Context: an optimization exercise on an open-source flow, tuned for small area and a short achievable clock period. The choices shown serve that exercise and are no tape-out recipe.
The RTL was checked by simulation tests, not by an equivalence proof against the original design.
No activity file was given, so power comes from the tool's default toggle rates.

==> flow/design.v (outline; a module is shown in full before it is edited, if it fits) <==
// module dp_mux2i: 6 lines
// module dp_shifter: 27 lines
// module rf_ao222n: 6 lines
// module rf_ao22n: 6 lines
// module rf_nand3: 3 lines
// module rf_nand2: 3 lines
// module rf_nor2: 3 lines
// module rf_and2p: 3 lines
// module rf_and3p: 3 lines
// module rf_decode: 22 lines
// module rf_wmux: 6 lines
// module rf_read: 39 lines
// module ks_nand2: 3 lines
// module ks_nor2: 3 lines
// module ks_xor2: 3 lines
// module ks_xnor2: 3 lines
// module ks_inv: 3 lines
// module ks_maj3: 3 lines
// module ks_a21o: 3 lines
// module ks_and3: 3 lines
// module ks_a21oi: 3 lines
// module ks_o21ai: 3 lines
// module ks_adder32: 694 lines
// module ks_addc32: 475 lines
// module ks_adder32p: 472 lines
// module rv32i_top: 179 lines
module rv32i_top #(parameter n = 32)
                (
                input  logic clk,
                input  logic reset_n,
                output logic [n-1:0] imem_addr,
                input  logic [n-1:0] imem_rdata,
                output logic [n-1:0] dmem_addr,
                output logic dmem_re,
                output logic [3:0] dmem_wstrb,
                output logic [n-1:0] dmem_wdata,
                input  logic [n-1:0] dmem_rdata
                );
  // ...
==> flow/flow/run.sh <==
#!/bin/bash
# Layout flow: the standard flow (standard.sh, unchanged synthesis and
# steps), except that buffer_ports gives every input and output port a
# sky130_fd_sc_hd__buf_2 instead of its default pick (clkdlybuf4s50_1, a slow
# delay buffer). The full make output goes to standard.log in the work folder;
# ORFS keeps its per-step logs under orfs/logs.
set -euo pipefail
export BUFFER_PORTS_ARGS="-buffer_cell sky130_fd_sc_hd__buf_2"
bash standard.sh > standard.log 2>&1
==> flow/standard.sh <==
#!/bin/bash
# synth_recipe.tcl (not shown) runs the flow's synth.tcl, then flattens the netlist and writes it again
# the make line also repeats each setting of config.mk as NAME=value (left out here)
make -C /OpenROAD-flow-scripts/flow DESIGN_CONFIG=/design/flow/config.mk WORK_HOME=/design/flow/orfs CLKGATE_MAP_FILE= SYNTH_SCRIPT=/design/flow/synth_recipe.tcl "${@:-finish}"
==> flow/config.mk <==
export PLATFORM = sky130hd
export DESIGN_NAME = rv32i_top
export DESIGN_NICKNAME = rv32i_top
export VERILOG_FILES = /design/flow/design.v
export SDC_FILE = /design/flow/constraint.sdc
export NUM_CORES = 4
export LEC_CHECK = 0
export CAP_MARGIN = 20
export CORE_MARGIN = 2
export CORE_UTILIZATION = 55
export CTS_BUF_LIST = sky130_fd_sc_hd__clkbuf_16
export CTS_CLUSTER_DIAMETER = 80
export CTS_CLUSTER_SIZE = 20
export PLACE_DENSITY = 0.75
export SETUP_SLACK_MARGIN = 3.8
export SLEW_MARGIN = 20
export SYNTH_HIERARCHICAL = 1
export TNS_END_PERCENT = 5
==> flow/constraint.sdc <==
create_clock -name core_clock -period 11.5 [get_ports {clk}]
set_input_delay 2.3000 -clock core_clock [delete_from_list [all_inputs] [get_ports {clk}]]
set_output_delay 2.3000 -clock core_clock [all_outputs]
set_load 0.01 [all_outputs]
==> run notes, run 1 <==
Leaving out fill and tap cells, the most frequent cells in the layout are a22o_1 (992), dfxtp_1 (992), a222oi_1 (725). The area added between synthesis and finish was 17.7%; the post-place instance area was 56200 sq um. The run finished with no timing, DRC or antenna violations. The run gives 66 as the number of distinct standard cells referenced by the synthesized netlist. The worst slew margin relative to its limit is 0.192, and the synthesized flop and latch total is 1054.

Share of cell area taken by flip-flops and latches: 0.347. Hold repair after CTS inserted 0 buffers. The highest fanout seen on the critical path is 17.

The tools report the sort of element at the end of the critical path as an output pin. On the final layout, the worst hold slack is 483 ps. The analysis attributes to net switching a power of 0.00285 W. Among all flip-flop cells after synthesis, the most frequent one is dfxtp_1. The worst hold path begins at valid[11].

After detailed routing, the total wire length is 264000 um. The clock-pin transition on the worst setup and hold timing paths works out to 90 ps. Combinational cells consume a total of 0.00191 W. Dividing the detail-routed via count by the number of cells gives 8.13.

In this run the power density over the cells is 134 nW/um^2. The logs give 0 for the number of pins exceeding their max-slew limit in the final report and 5240 for the post-synthesis cell count. Across the run, the number of max-cap violations was 0. The tools report the end point of the most critical hold path as valid[11]. After detailed routing, the met2 layer carries 104000 um of wire. The sequential cells in the finished layout cover a total of 21400 sq um. The final cycle utilization of the critical path came out at 0.704.

The library cell occupying the most area in the post-synthesis netlist is dfxtp_1.
==> module rv32i_top, before the edit <==
module rv32i_top #(parameter n = 32)
                (
                input  logic clk,
                input  logic reset_n,
                output logic [n-1:0] imem_addr,
                input  logic [n-1:0] imem_rdata,
                output logic [n-1:0] dmem_addr,
                output logic dmem_re,
                output logic [3:0] dmem_wstrb,
                output logic [n-1:0] dmem_wdata,
                input  logic [n-1:0] dmem_rdata
                );
    logic [31:0] inst;
    logic [31:0] pc;
    assign inst = imem_rdata;
    assign imem_addr = pc;
    logic [6:0] op;
    logic [2:0] f3;
    assign op = inst[6:0];
    assign f3 = inst[14:12];
    logic is_r, is_i, is_load, is_store, is_branch, is_jal, is_jalr, is_lui, is_auipc;
    assign is_r      = (op == 7'b0110011);
    assign is_i      = (op == 7'b0010011);
    assign is_load   = (op == 7'b0000011);
    assign is_store  = (op == 7'b0100011);
    assign is_branch = (op == 7'b1100011);
    assign is_jal    = (op == 7'b1101111);
    assign is_jalr   = (op == 7'b1100111);
    assign is_lui    = (op == 7'b0110111);
    assign is_auipc  = (op == 7'b0010111);
    logic reg_write;
    assign reg_write = is_r | is_i | is_load | is_jal | is_jalr | is_lui | is_auipc;
    logic [31:0] rs1v, rs2v, wdata;
    logic [4:0]  rs1, rs2, rd;
    assign rs1 = inst[19:15];
    assign rs2 = inst[24:20];
    assign rd  = inst[11:7];
    logic [32*32-1:0] rf_q, rf_d;
    logic [31:1] valid, wen, wen_n, sel1, sel2;
    assign rf_q[31:0] = '0;
    assign rf_d[31:0] = '0;
    genvar k, b;
    generate
        for (k = 1; k < 32; k = k + 1) begin : g_reg
            assign wen[k]   = reg_write & (rd == k);
            assign wen_n[k] = ~wen[k];
            for (b = 0; b < 32; b = b + 1) begin : g_bit
                rf_wmux u (.we(wen[k]), .we_n(wen_n[k]), .d(wdata[b]), .q(rf_q[32*k + b]), .y(rf_d[32*k + b]));
            end
            always_ff @(posedge clk)
                rf_q[32*k +: 32] <= rf_d[32*k +: 32];
            always_ff @(posedge clk, negedge reset_n)
                if (!reset_n) valid[k] <= 1'b0;
                else if (wen[k]) valid[k] <= 1'b1;
        end
    endgenerate
    logic x2_rst1, x2_rst2;
    rf_decode dec1 (.addr(rs1), .valid(valid), .sel(sel1), .x2_rst(x2_rst1));
    rf_decode dec2 (.addr(rs2), .valid(valid), .sel(sel2), .x2_rst(x2_rst2));
    logic [31:0] rs1_u0, rs1_u1;
    rf_read rp1 (.sel(sel1), .x2_rst(x2_rst1), .q(rf_q), .rdata(rs1v), .u0(rs1_u0), .u1(rs1_u1));
    rf_read rp2 (.sel(sel2), .x2_rst(x2_rst2), .q(rf_q), .rdata(rs2v), .u0(), .u1());
    logic [31:0] immI, immB, immU, immJ, imm_ls, imm_pc;
    assign immI = {{20{inst[31]}}, inst[31:20]};
    assign immB = {{20{inst[31]}}, inst[7], inst[30:25], inst[11:8], 1'b0};
    assign immU = {inst[31:12], 12'd0};
    assign immJ = {{12{inst[31]}}, inst[19:12], inst[20], inst[30:21], 1'b0};
    assign imm_ls = {{20{inst[31]}}, inst[31:25], (inst[5] & ~inst[2]) ? inst[11:7] : inst[24:20]};
    assign imm_pc = ~inst[2] ? immB : inst[3] ? immJ : immU;
    logic use_rs2, sub, cout, ltu, lts, eq;
    logic [31:0] opb, opbx, sum;
    assign use_rs2 = inst[5] & ~inst[2] & (inst[4] | inst[6]);
    assign sub  = (inst[4] & (f3[2:1] == 2'b01)) |
                  (use_rs2 & (~inst[4] | ((f3 == 3'b000) & inst[30])));
    assign opb  = use_rs2 ? rs2v : imm_ls;
    assign opbx = opb ^ {32{sub}};
    ks_addc32 alu_add (.ci(sub), .a(rs1v), .b(opbx), .s(sum), .co(cout));
    assign ltu  = ~cout;
    assign lts  = (rs1v[31] ^ opb[31]) ? rs1v[31] : ltu;
    assign eq   = (sum == 32'd0);
    logic [31:0] addr;
    ks_adder32 addr_add (.au0(rs1_u0), .au1(rs1_u1), .bn(~imm_ls), .a(rs1v), .b(imm_ls), .s(addr));
    logic [31:0] op2;
    assign op2 = opb;
    logic [31:0] sh_r;
    dp_shifter shifter (
        .a(rs1v), .sh_rs2(rs2v[4:0]), .sh_imm(inst[24:20]), .use_rs2(use_rs2), .left(~f3[2]),
        .fill(inst[30] & rs1v[31] & f3[2]), .y(sh_r)
    );
    assign dmem_addr = addr;
    assign dmem_re   = is_load;
    always_comb begin
        case (f3[1:0])
            2'b00:   dmem_wstrb = {4{is_store}} & (4'b0001 << addr[1:0]);
            2'b01:   dmem_wstrb = {4{is_store}} & (addr[1] ? 4'b1100 : 4'b0011);
            default: dmem_wstrb = {4{is_store}};
        endcase
        case (f3[1:0])
            2'b00:   dmem_wdata = {4{rs2v[7:0]}};
            2'b01:   dmem_wdata = {2{rs2v[15:0]}};
            default: dmem_wdata = rs2v;
        endcase
    end
    logic [7:0]  ld_byte;
    logic [15:0] ld_half;
    logic [31:0] ld_data;
    always_comb begin
        case (addr[1:0])
            2'b00: ld_byte = dmem_rdata[7:0];
            2'b01: ld_byte = dmem_rdata[15:8];
            2'b10: ld_byte = dmem_rdata[23:16];
            default: ld_byte = dmem_rdata[31:24];
        endcase
        ld_half = addr[1] ? dmem_rdata[31:16] : dmem_rdata[15:0];
        case (f3)
            3'b000: ld_data = {{24{ld_byte[7]}}, ld_byte};
            3'b001: ld_data = {{16{ld_half[15]}}, ld_half};
            3'b100: ld_data = {24'd0, ld_byte};
            3'b101: ld_data = {16'd0, ld_half};
            default: ld_data = dmem_rdata;
        endcase
    end
    logic [31:0] pc4, pcimm, npc;
    logic taken;
    assign pc4   = pc + 32'd4;
    ks_adder32p pc_add (.a(pc), .b(imm_pc), .s(pcimm));
    always_comb begin
        case (f3)
            3'b000: taken = eq;
            3'b001: taken = ~eq;
            3'b100: taken = lts;
            3'b101: taken = ~lts;
            3'b110: taken = ltu;
            3'b111: taken = ~ltu;
            default: taken = 1'b0;
        endcase
    end
    assign npc = is_jalr ? {addr[31:1], 1'b0} :
                 ((is_branch & taken) | is_jal) ? pcimm : pc4;
    always_ff @(posedge clk, negedge reset_n)
        if (!reset_n) pc[31:1] <= 31'd0;
        else pc[31:1] <= npc[31:1];
    assign pc[0] = 1'b0;    
    logic alu_op, s_sum, s_shl, s_shr, s_and, s_xor, s_lt, s_ld, s_pc4, s_lui, s_auipc;
    assign alu_op  = inst[4] & ~inst[2];
    assign s_sum   = alu_op & (f3 == 3'b000);
    assign s_shl   = alu_op & (f3 == 3'b001);
    assign s_shr   = alu_op & (f3 == 3'b101);
    assign s_lt    = alu_op & (f3[2:1] == 2'b01);
    assign s_and   = alu_op & (f3[2:1] == 2'b11);                  
    assign s_xor   = alu_op & f3[2] & ~f3[0];                      
    assign s_ld    = ~inst[4] & ~inst[2];
    assign s_pc4   = ~inst[4] & inst[2];
    assign s_lui   = inst[4] & inst[2] & inst[5];
    assign s_auipc = inst[4] & inst[2] & ~inst[5];
    logic [31:0] t_and, t_xor, wb_y0, wb_y1, wb_y2;
    assign t_and = rs1v & op2;
    assign t_xor = rs1v ^ op2;
    genvar wb;
    generate
        for (wb = 0; wb < 32; wb = wb + 1) begin : g_wb
            rf_ao222n u0 (.a1(s_sum), .a2(sum[wb]), .b1(s_shl), .b2(sh_r[31-wb]),
                          .c1(s_shr), .c2(sh_r[wb]), .y(wb_y0[wb]));
            rf_ao222n u1 (.a1(s_and), .a2(t_and[wb]), .b1(s_xor), .b2(t_xor[wb]),
                          .c1(s_ld), .c2(ld_data[wb]), .y(wb_y1[wb]));
            if (wb >= 12) begin : g_u
                rf_ao222n u2 (.a1(s_pc4), .a2(pc4[wb]), .b1(s_auipc), .b2(pcimm[wb]),
                              .c1(s_lui), .c2(inst[wb]), .y(wb_y2[wb]));
            end else if (wb == 0) begin : g_lt
                rf_ao222n u2 (.a1(s_pc4), .a2(pc4[wb]), .b1(s_auipc), .b2(pcimm[wb]),
                              .c1(s_lt), .c2(f3[0] ? ltu : lts), .y(wb_y2[wb]));
            end else begin : g_l
                rf_ao22n u2 (.a1(s_pc4), .a2(pc4[wb]), .b1(s_auipc), .b2(pcimm[wb]),
                             .y(wb_y2[wb]));
            end
            assign wdata[wb] = ~(wb_y0[wb] & wb_y1[wb] & wb_y2[wb]);
        end
    endgenerate
endmodule
==> run 2: changes to the inputs <==
--- a/flow/design.v
+++ b/flow/design.v
@@ -1878,5 +1878,12 @@
     assign eq   = (sum == 32'd0);
     logic [31:0] addr;
-    ks_adder32 addr_add (.au0(rs1_u0), .au1(rs1_u1), .bn(~imm_ls), .a(rs1v), .b(imm_ls), .s(addr));
+    logic [31:0] rs1a;
+    genvar ra;
+    generate
+        for (ra = 0; ra < 32; ra = ra + 1) begin : g_rs1a
+            rf_nand2 u (.a(rs1_u0[ra]), .b(rs1_u1[ra]), .y(rs1a[ra]));
+        end
+    endgenerate
+    ks_adder32 addr_add (.au0(rs1_u0), .au1(rs1_u1), .bn(~imm_ls), .a(rs1a), .b(imm_ls), .s(addr));
     logic [31:0] op2;
     assign op2 = opb;
==> run 2 against run 1 <==
Now fails the layout checks on slew limit. Flip-flop and latch count unchanged. Cell count up 1.8%. Synthesized cell count up 0.61%. Register-to-register slack worse by 30 ps. Count of clock-buffer cells in the layout up 3. Area after synthesis up 0.23%. Via count up 1.5%. Largest power group unchanged.
==> run notes, run 2 <==
The tools report the number of nets with antenna violations after routing as 0 (unchanged). The final standard cell area without fillers came out at 63200 sq um (was 61600 sq um). The initial standard-cell utilization of the core is 0.554 (was 0.553), and the number of pins exceeding their max-slew limit in the final report is 4 (was 0).

The final standard cell count with taps included and fillers excluded is 7118 (was 6991), and the placeable core area is 94700 sq um (unchanged). The tools report the clock latency of the later-clocked register in the worst-skew pair as 700 ps (was 740 ps). The number of vias per cell is 8.11 (was 8.13). Path category of the worst min-delay check: reg -> reg (unchanged). Library cell occupying the most area in the post-synthesis netlist: dfxtp_1 (unchanged). The highest fanout seen on the critical path came out at 16 (was 17). The sort of element at the end of the critical path was an output pin (unchanged). The tools report the overall routing resource usage as 0.504 (was 0.510).

The required time of the worst setup path is 9200 ps (about the same). The logs give 5272 (was 5240) for the post-synthesis cell count and 0 (unchanged) for the final-report setup violation count. The synthesized flop and latch total was 1054 (unchanged). Final period demand of the worst path: 8000 ps (was 8090 ps). The maximum level of the CTS H-tree is 3 (was 2), and the transition time at the pin with the least slew margin is 1950 ps (was 1210 ps). The portion of the post-synthesis area used by sequential elements came out at 0.408 (was 0.409). The run finished, with violations left. The checks that failed: slew limit. The horizontal die dimension was 313 um (about the same).

The fraction of final layout cells sized beyond drive strength 1 came out at 0.222 (was 0.198). For the number of distinct standard cells referenced by the synthesized netlist, the log shows 66 (unchanged). Leading registers by flop count: rf_q (992), pc (31), valid (31) (unchanged). The tools report the cell at the root of the clock tree as clkbuf_16 (unchanged). The number of top-level pins was 167 (unchanged); the total via count after detailed routing was 57700 (was 56900). The number of warning messages in the yosys log is 8 (unchanged), and the DRC violation count after routing is 0 (unchanged).

For the pin count of the biggest net entering global routing, the log shows 63 (was 71). The number of flip-flops under the largest register name works out to 992 (unchanged). Biggest area contributors in the synthesized netlist: dfxtp_1 (38%), a22o_1 (17%), a222oi_1 (14%) (unchanged). The count of max-cap constraint violations came out at 0 (unchanged).

The tools report the via count of the first global-routing pass as 51400 (was 50900). The post-DP HPWL was 169000 um (was 170000 um); the first-iteration detailed-routing DRC count was 14600 (was 14200). For the count of nets after finishing, the log shows 5932 (was 5808). List of most frequent post-synthesis cells: a22o_1 (992), dfxtp_1 (992), a222oi_1 (725) (unchanged). The logs give 6836 (was 6796) for the total placed cells including tap cells and 0 (unchanged) for the number of failing hold endpoints at the final stage. Setup repair after global routing could not meet its margin everywhere. The final routed wire length divided by cell count is 37.4 um (was 37.8 um). The leading register cell type out of synthesis was dfxtp_1 (unchanged). The tools report the static leakage as 25.8 nW (was 24.7 nW). For the number of antenna violations at the first check in global routing, the log shows 16 (was 10).

The port buffer count is 165 (unchanged), and the final setup skew is 59.8 ps (was 43.5 ps). The height of the chip is 313 um (about the same). The area added between synthesis and finish is 20.5% (was 17.7%).

The worst hold-check slack is 482 ps (was 483 ps). The final estimated routing congestion in global placement is 1.09 (was 1.10), and the average footprint of a synthesized cell is 9.95 sq um (was 9.99 sq um). The tools report the worst slew margin relative to its limit as -0.300 (was 0.192).

The logs give 0.125 GHz (was 0.124 GHz) for the maximum clock frequency and 0.668 (was 0.651) for the final core area utilization. Fraction of synthesis flops using an asynchronous set or reset pin: 0.0588 (unchanged). The die area was 97900 sq um (was 97700 sq um); the deepest clock path buffer count was 3 (unchanged).

The post-synthesis cell area is 52500 sq um (was 52400 sq um), and the global-route wire length before repair is 367000 um (was 370000 um). The tools report the highest ir drop seen on vdd as 0.139 mV (was 0.149 mV). The category of the worst setup path launch point was an input port (unchanged). For the arrival time at the worst endpoint, the log shows 5700 ps (was 5790 ps).

The most flop-heavy register was rf_q (unchanged). The clock net sink count was 1054 (unchanged); the share of the synthesized area in the top cell type was 0.378 (was 0.379). The tools report the number of placement rows as 113 (unchanged). The clock-pin transition on the worst setup and hold timing paths was 80 ps (was 90 ps). The total congestion overflow was 0 (unchanged); the final cycle utilization of the critical path was 0.696 (was 0.704).

The run gives 266000 um (was 264000 um) as the aggregate routed wire length. The run gives 0 ps (unchanged) as the final total negative setup slack. Commonest cells after routing, fill and taps aside: a22o_1 (992), dfxtp_1 (992), a222oi_1 (725) (unchanged).

The post-place instance area was 56400 sq um (was 56200 sq um). The number of synthesized flops with an enable pin is 0 (unchanged). Cts-stage hold buffer count: 0 (unchanged). The power density over cell area was 134 nW/um^2 (about the same). TritonCTS built the clock tree.

The path type of the worst setup path was in -> out (unchanged). Total clock buffers created by CTS: 66 (was 59). Detailed-routing iteration count for the pre-antenna-repair pass: 15 (was 14).
-- run 2: where the power goes --
group,switching [W],internal (W)
clock,0.00134,0.00106
sequential,0.000268,0.00386
combinational,0.00133,0.000630
total,0.00294,0.00555
-- run 2: critical path, stage by stage --
cell and delay (ps):
clkbuf_16 140, and3b_2 270, and3_4 210, clkbuf_16 210, a222oi_1 460, nand3_2 270
nor2_2 330, and3_1 240, nor2_1 100, a21oi_4 220, xor2_1 680, buf_2 260
-- run 2: final cells by class --
type | count | area [sq um]
fill | 7649 | 31500
tap | 1265 | 1580
clock buffer | 66 | 1650
multi-input combinational | 4052 | 33300
sequential | 1054 | 21400
clock inverter | 19 | 204
timing repair buffer | 551 | 4670
inverter | 108 | 410
antenna | 3 | 7.51
-- run 2: modules after synthesis (local to each module, per instance), a selection --
| module | copies in the design | cells | area, sq um |
|---|---|---|---|
| rf_ao22n | 11 | 1 | 12.5 |
| ks_maj3 | 1 | 1 | 11.3 |
| rf_ao222n | 725 | 1 | 10.0 |
| dp_mux2i | 192 | 1 | 10.0 |
| rf_wmux | 992 | 1 | 8.76 |
| ks_xnor2 | 138 | 1 | 8.76 |
| ks_xor2 | 52 | 1 | 8.76 |
| ks_a21o | 31 | 1 | 7.51 |
| ks_and3 | 30 | 1 | 6.26 |
| rf_nand3 | 192 | 1 | 5.00 |
| ks_o21ai | 165 | 1 | 5.00 |
| ks_nor2 | 114 | 1 | 3.75 |
| ks_nand2 | 136 | 1 | 3.75 |
| rf_nor2 | 128 | 1 | 3.75 |
| ks_inv | 63 | 1 | 3.75 |
-- run 2: metal layers --
layer / routed length (um) / track usage
met4: 27500 / 0.370
met1: 91200 / 0.639
met5: 177 / 0
met2: 103000 / 0.698
met3: 44300 / 0.188
-- run 2: cell families (layout without fill, tap and decap cells) --
logic type	after synthesis	in the layout	share of synthesized area
AO/OA/AOI/OAI	2226	2226	0.372
AND/OR/NAND/NOR	1295	1304	0.111
flip-flops	1054	1054	0.408
XOR/XNOR	250	250	0.0417
multiplexers	232	232	0.0451
buffers and inverters	180	744	0.0142
adder cells (fa/ha/maj)	34	34	0.00808
other	1	9	0.0000715
-- run 2: metrics by stage --
stage / power [W] / setup WS (ps)
after floorplan: 0.00517 / 3930
after global placement: 0.00588 / 1210
after detailed placement: 0.00591 / 1020
after CTS: 0.00827 / 3740
after global routing: 0.00867 / 3560
final: 0.00849 / 3500
-- run 2: path summary, 6_finish.rpt --
check,endpoint,cells past startpoint,slack (ps),from
setup / recovery,dmem_addr[3],12,3500,imem_rdata[16]
hold / removal,valid[28],1,480,valid[28]
setup reg to reg,rf_q[811],18,5070,valid[17]
hold reg to reg,valid[28],1,480,valid[28]
max in group asynchronous,valid[28],2,9040,reset_n
min in group asynchronous,pc[4],2,1840,reset_n
-- run 2: what timing repair did --
| item | 4_1_cts | 5_1_grt |
|---|---|---|
| gates resized for setup | 508 | 234 |
| gates cloned | 9 | 14 |
| setup endpoints to repair | 1086 | 456 |
| pin swaps | 186 | 215 |
| setup buffers | 88 | 80 |
==> run 3: changes to the inputs <==
--- a/flow/config.mk
+++ b/flow/config.mk
@@ -8,10 +8,10 @@
 export CAP_MARGIN = 20
 export CORE_MARGIN = 2
-export CORE_UTILIZATION = 55
+export CORE_UTILIZATION = 50
 export CTS_BUF_LIST = sky130_fd_sc_hd__clkbuf_16
-export CTS_CLUSTER_DIAMETER = 80
-export CTS_CLUSTER_SIZE = 20
-export PLACE_DENSITY = 0.75
-export SETUP_SLACK_MARGIN = 3.8
+export CTS_CLUSTER_DIAMETER = 100
+export CTS_CLUSTER_SIZE = 24
+export PLACE_DENSITY = 0.65
+export SETUP_SLACK_MARGIN = 3.6
 export SLEW_MARGIN = 20
 export SYNTH_HIERARCHICAL = 1
==> run 3 against run 2 <==
Now clean on timing, DRC and antenna. Global-route usage shrank 3.7 points. Critical path type unchanged. Area after synthesis is the same. Total power shrank 4.3%. Critical path depth grew 4. Combinational power shrank 3%.
==> run notes, run 3 <==
The longest individual stage delay on the worst path was 560 ps (was 680 ps); the average footprint of a synthesized cell was 9.95 sq um (unchanged). Leading register cell type out of synthesis: dfxtp_1 (unchanged). The port buffer count was 165 (unchanged).

The run gives 4870 ps (was 5070 ps) as the reg2reg setup slack. TritonCTS built the clock tree. The path category of the worst min-delay check is reg -> reg (unchanged). Required time of the worst setup path: 9200 ps (about the same).

For the final total negative setup slack, the log shows 0 ps (unchanged). For the die area, the log shows 108000 sq um (was 97900 sq um). Final core area utilization: 0.586 (was 0.668). Number of flip-flops under the largest register name: 992 (unchanged).

Library cell occupying the most area in the post-synthesis netlist: dfxtp_1 (unchanged). Critical register-to-register path endpoint: rf_q[449] (was rf_q[811]). The number of vias per cell was 7.91 (was 8.11).

The fraction of synthesis flops using an asynchronous set or reset pin came out at 0.0588 (unchanged). For the global-route wire length before repair, the log shows 371000 um (was 367000 um). The portion of the post-synthesis area used by sequential elements is 0.408 (unchanged), and the aggregate routed wire length is 266000 um (about the same). The horizontal die dimension works out to 328 um (was 313 um).

The arrival time at the worst endpoint came out at 5930 ps (was 5700 ps). The initial standard-cell utilization of the core was 0.506 (was 0.554). Leading registers by flop count: rf_q (992), pc (31), valid (31) (unchanged). The first-iteration detailed-routing DRC count is 13700 (was 14600), and the synthesized flop and latch total is 1054 (unchanged). The end point of the most critical hold path is valid[16] (was valid[28]). The logs give 0 (unchanged) for the DRC violation count after routing and 1054 (unchanged) for the clock net sink count.

The number of failing hold endpoints at the final stage is 0 (unchanged), and the count of max-cap constraint violations is 0 (unchanged). For the total via count after detailed routing, the log shows 56200 (was 57700). The area added between synthesis and finish is 15.9% (was 20.5%), and the count of nets after finishing is 5813 (was 5932). The clock-pin transition on the worst setup and hold timing paths is 100 ps (was 80 ps). Number of placement rows: 118 (was 113).

The number of buffer and inverter instances along the worst setup path came out at 5 (was 3). The run gives 9109 (was 7649) as the count of fill cells added during filler insertion. The static leakage was 24.6 nW (was 25.8 nW); the via count of the first global-routing pass was 50100 (was 51400). The total placed cells including tap cells came out at 6942 (was 6836). The source of the worst hold timing path was valid[16] (was valid[28]). The path type of the worst setup path is in -> out (unchanged). Placeable core area: 104000 sq um (was 94700 sq um).

Worst hold path cell count: 1 (unchanged). List of most frequent post-synthesis cells: a22o_1 (992), dfxtp_1 (992), a222oi_1 (725) (unchanged). The detailed-routing iteration count for the pre-antenna-repair pass is 12 (was 15). The final period demand of the worst path was 8230 ps (was 8000 ps).

The transition time at the pin with the least slew margin is 1270 ps (was 1950 ps). The final standard cell area without fillers is 60800 sq um (was 63200 sq um). For the number of distinct standard cells referenced by the synthesized netlist, the log shows 66 (unchanged). The tools report the maximum level of the CTS H-tree as 2 (was 3). The clock latency of the later-clocked register in the worst-skew pair was 730 ps (was 700 ps); the total congestion overflow was 0 (unchanged).

The most flop-heavy register was rf_q (unchanged). The total clock buffers created by CTS is 51 (was 66). The share of the synthesized area in the top cell type is 0.378 (unchanged). The run gives 7109 (was 7118) as the final standard cell count with taps included and fillers excluded.

Mux cell area share after synthesis: 0.0451 (unchanged). Area share of and/or/nand/nor cells after synthesis: 0.111 (unchanged). The flow ran to the end and the layout has no timing, DRC or antenna violations.

The post-DP HPWL is 174000 um (was 169000 um). The worst slew margin relative to its limit came out at 0.150 (was -0.300). The fraction of synthesized cell area in xor and xnor cells came out at 0.0417 (unchanged). The number of warning messages in the yosys log is 8 (unchanged). The run gives 56600 sq um (was 56400 sq um) as the post-place instance area. The kind of cell adding the most delay to the critical path is compound AO/OA/AOI/OAI gates (was simple AND/OR/NAND/NOR gates). The maximum clock frequency is 0.121 GHz (was 0.125 GHz).

The post-synthesis cell count was 5272 (unchanged); the power density over cell area was 134 nW/um^2 (about the same). The overall routing resource usage came out at 0.467 (was 0.504). The highest fanout seen on the critical path works out to 32 (was 16). The cell at the root of the clock tree is clkbuf_16 (unchanged). The final routed wire length divided by cell count is 37.4 um (about the same), and the number of antenna violations at the first check in global routing is 10 (was 16). Commonest cells after routing, fill and taps aside: a22o_1 (992), dfxtp_1 (992), a222oi_1 (725) (unchanged). The logs give 167 (unchanged) for the number of top-level pins and 3 (unchanged) for the deepest clock path buffer count. Crit-path cells: buf_2 -> and2_2 -> and3_1 -> buf_6 -> a222oi_1 -> nand3_2 -> nor2_4 -> buf_12 -> and3_1 -> o21ai_1 -> a21oi_2 -> o21ai_1 -> a21oi_2 -> buf_4 -> xor2_2 -> buf_2 (was clkbuf_16 -> and3b_2 -> and3_4 -> clkbuf_16 -> a222oi_1 -> nand3_2 -> nor2_2 -> and3_1 -> nor2_1 -> a21oi_4 -> xor2_1 -> buf_2). The post-synthesis compound-gate area fraction works out to 0.372 (unchanged). The final cycle utilization of the critical path is 0.716 (was 0.696). The dominant combinational cell family by area after synthesis is compound AO/OA/AOI/OAI gates (unchanged). Source of the worst register-to-register timing path: valid[13] (was valid[17]).

The path depth of the worst reg2reg path is 16 (was 18). The highest ir drop seen on vdd was 0.153 mV (was 0.139 mV); the final setup skew was 40.9 ps (was 59.8 ps). The cts-stage hold buffer count is 0 (unchanged), and the number of pins exceeding their max-slew limit in the final report is 0 (was 4).

The arithmetic-cell share of the synthesized area counting full adders, half adders and majority gates was 0.00808 (unchanged). The number of nets with antenna violations after routing is 0 (unchanged). The height of the chip is 328 um (was 313 um), and the final-report setup violation count is 0 (unchanged).

The fraction of final layout cells sized beyond drive strength 1 was 0.182 (was 0.222). The pin count of the biggest net entering global routing was 63 (unchanged); the final estimated routing congestion in global placement was 1.07 (was 1.09). Biggest area contributors in the synthesized netlist: dfxtp_1 (38%), a22o_1 (17%), a222oi_1 (14%) (unchanged).

For the worst hold-check slack, the log shows 484 ps (was 482 ps). The category of the worst setup path launch point is an input port (unchanged). Setup repair after global routing could not meet its margin everywhere. The sort of element at the end of the critical path was an output pin (unchanged). Slowest cell on the critical path: a222oi_1 (was xor2_1). The number of synthesized flops with an enable pin is 0 (unchanged), and the post-synthesis cell area is 52500 sq um (unchanged).
## run 3: cell counts after synthesis
No cell type changed its count.
## run 3: per-layer routing
metal  vias to the layer above  global-route usage  wire (um)
li1                      23000                   -          -
met1                     27200               0.598      95300
met2                      4987               0.678     108000
met3                      1048               0.142      39200
met4                        10               0.307      23100
met5                         -            0.000887         65
## run 3: cells by family (layout without fill, tap and decap cells)
logic type / Yosys count / count (layout)
xor gates and xnor gates: 250 / 250
AOI/OAI and AO/OA: 2226 / 2226
adders and majority gates: 34 / 34
DFF: 1054 / 1054
other: 1 / 10
muxes: 232 / 232
buffers and inverters: 180 / 623
and+or+nand+nor: 1295 / 1300
## run 3: worst register-to-register path, stage by stage, from the launching register on
cell and delay [ps]:
dfrtp_1 490, and3_1 240, buf_12 190, a222oi_1 460, nand3_1 240, nor2_1 480
nand2_2 380, and3_1 550, clkinvlp_4 420, mux2i_1 200, mux2i_1 270, mux2i_1 150
mux2i_1 350, mux2i_1 260, a222oi_1 830, nand3_4 620, a22o_1 410
## run 3: timing repair
item                       in CTS  in global routing
gates resized for setup       301                146
gates cloned                    3                  2
setup endpoints to repair    1064                501
buffers inserted               63                 24
pin swaps                      73                 73
## run 3: final cells by class
type | count | area [sq um] | share of cell area
Multi-Input combinational cell | 4048 | 32500 | 0.534
Sequential cell | 1054 | 21400 | 0.352
Timing Repair Buffer | 451 | 3350 | 0.0550
Tap cell | 1380 | 1730 | 0.0284
Clock buffer | 52 | 1300 | 0.0214
Inverter | 108 | 413 | 0.00679
Clock inverter | 12 | 111 | 0.00183
Antenna cell | 4 | 10.0 | 0.000165
## run 3: through the flow
step	total power (W)	setup WS, ps
6_report	0.00813	3270
5_1_grt	0.00832	3310
4_1_cts	0.00797	3510
3_5_place_dp	0.00594	926
3_3_place_gp	0.00592	993
2_1_floorplan	0.00517	3930
## run 3: worst max path at each step
stage	from	end	slack, ps	cells past startpoint
floorplan	imem_rdata[3]	rf_q[100]	3930	8
global placement	imem_rdata[20]	pc[12]	990	25
detailed placement	imem_rdata[20]	pc[12]	930	26
CTS	imem_rdata[18]	dmem_addr[17]	3510	15
global route	imem_rdata[16]	dmem_addr[31]	3310	16
finish	imem_rdata[18]	dmem_addr[14]	3270	16
## run 3: per-module statistics from Yosys, one instance, submodules excluded, a selection
module      copies in the design  area [sq um]  cells  flip-flops and latches
dp_shifter                     1          60.1      6                       0
rf_ao22n                      11          12.5      1                       0
ks_maj3                        1          11.3      1                       0
dp_mux2i                     192          10.0      1                       0
rf_ao222n                    725          10.0      1                       0
ks_xor2                       52          8.76      1                       0
rf_wmux                      992          8.76      1                       0
ks_a21oi                     114          8.76      1                       0
ks_o21ai                     165          5.00      1                       0
rf_nand3                     192          5.00      1                       0
rf_nor2                      128          3.75      1                       0
rf_nand2                     160          3.75      1                       0
ks_nor2                      114          3.75      1                       0
ks_inv                        63          3.75      1                       0
## run 3: power breakdown
part	leakage, nW	internal, W	switching [W]
registers	8.82	0.00386	0.000267
clock network	0.714	0.000827	0.00126
logic	15.1	0.000593	0.00132
total	24.6	0.00528	0.00285

[static timing again, ports no longer ideal]
No port has a modelled driver above. Below, the same layouts with a new extraction and two added sets of constraints.
Step 1 sets driving cells, clkbuf_16 on the clock port and buf_2 on the other inputs (assumed; they add their load-dependent delay and slew).
Step 2 also shifts input and output timing later by t, the mid clock arrival at the registers, as if the neighbouring blocks saw the same clock.
Three values: ideal, step 1, step 2; two values: the first two.
run	t, ns	setup slack, ns	clock arrival spread, ns	worst register clock-pin slew, ns	cell pins on the clock port's net
run 1	0.797	3.408 / 3.258 / 2.730	0.044 / 0.044	0.10 / 0.10	1
run 2	0.744	3.497 / 3.279 / 2.681	0.060 / 0.059	0.09 / 0.09	1
run 3	0.782	3.267 / 3.231 / 2.609	0.041 / 0.041	0.11 / 0.11	1
For run 2, which loses most, drivers alone change the setup slack by -0.218 ns; drivers and shift together by -0.816 ns.
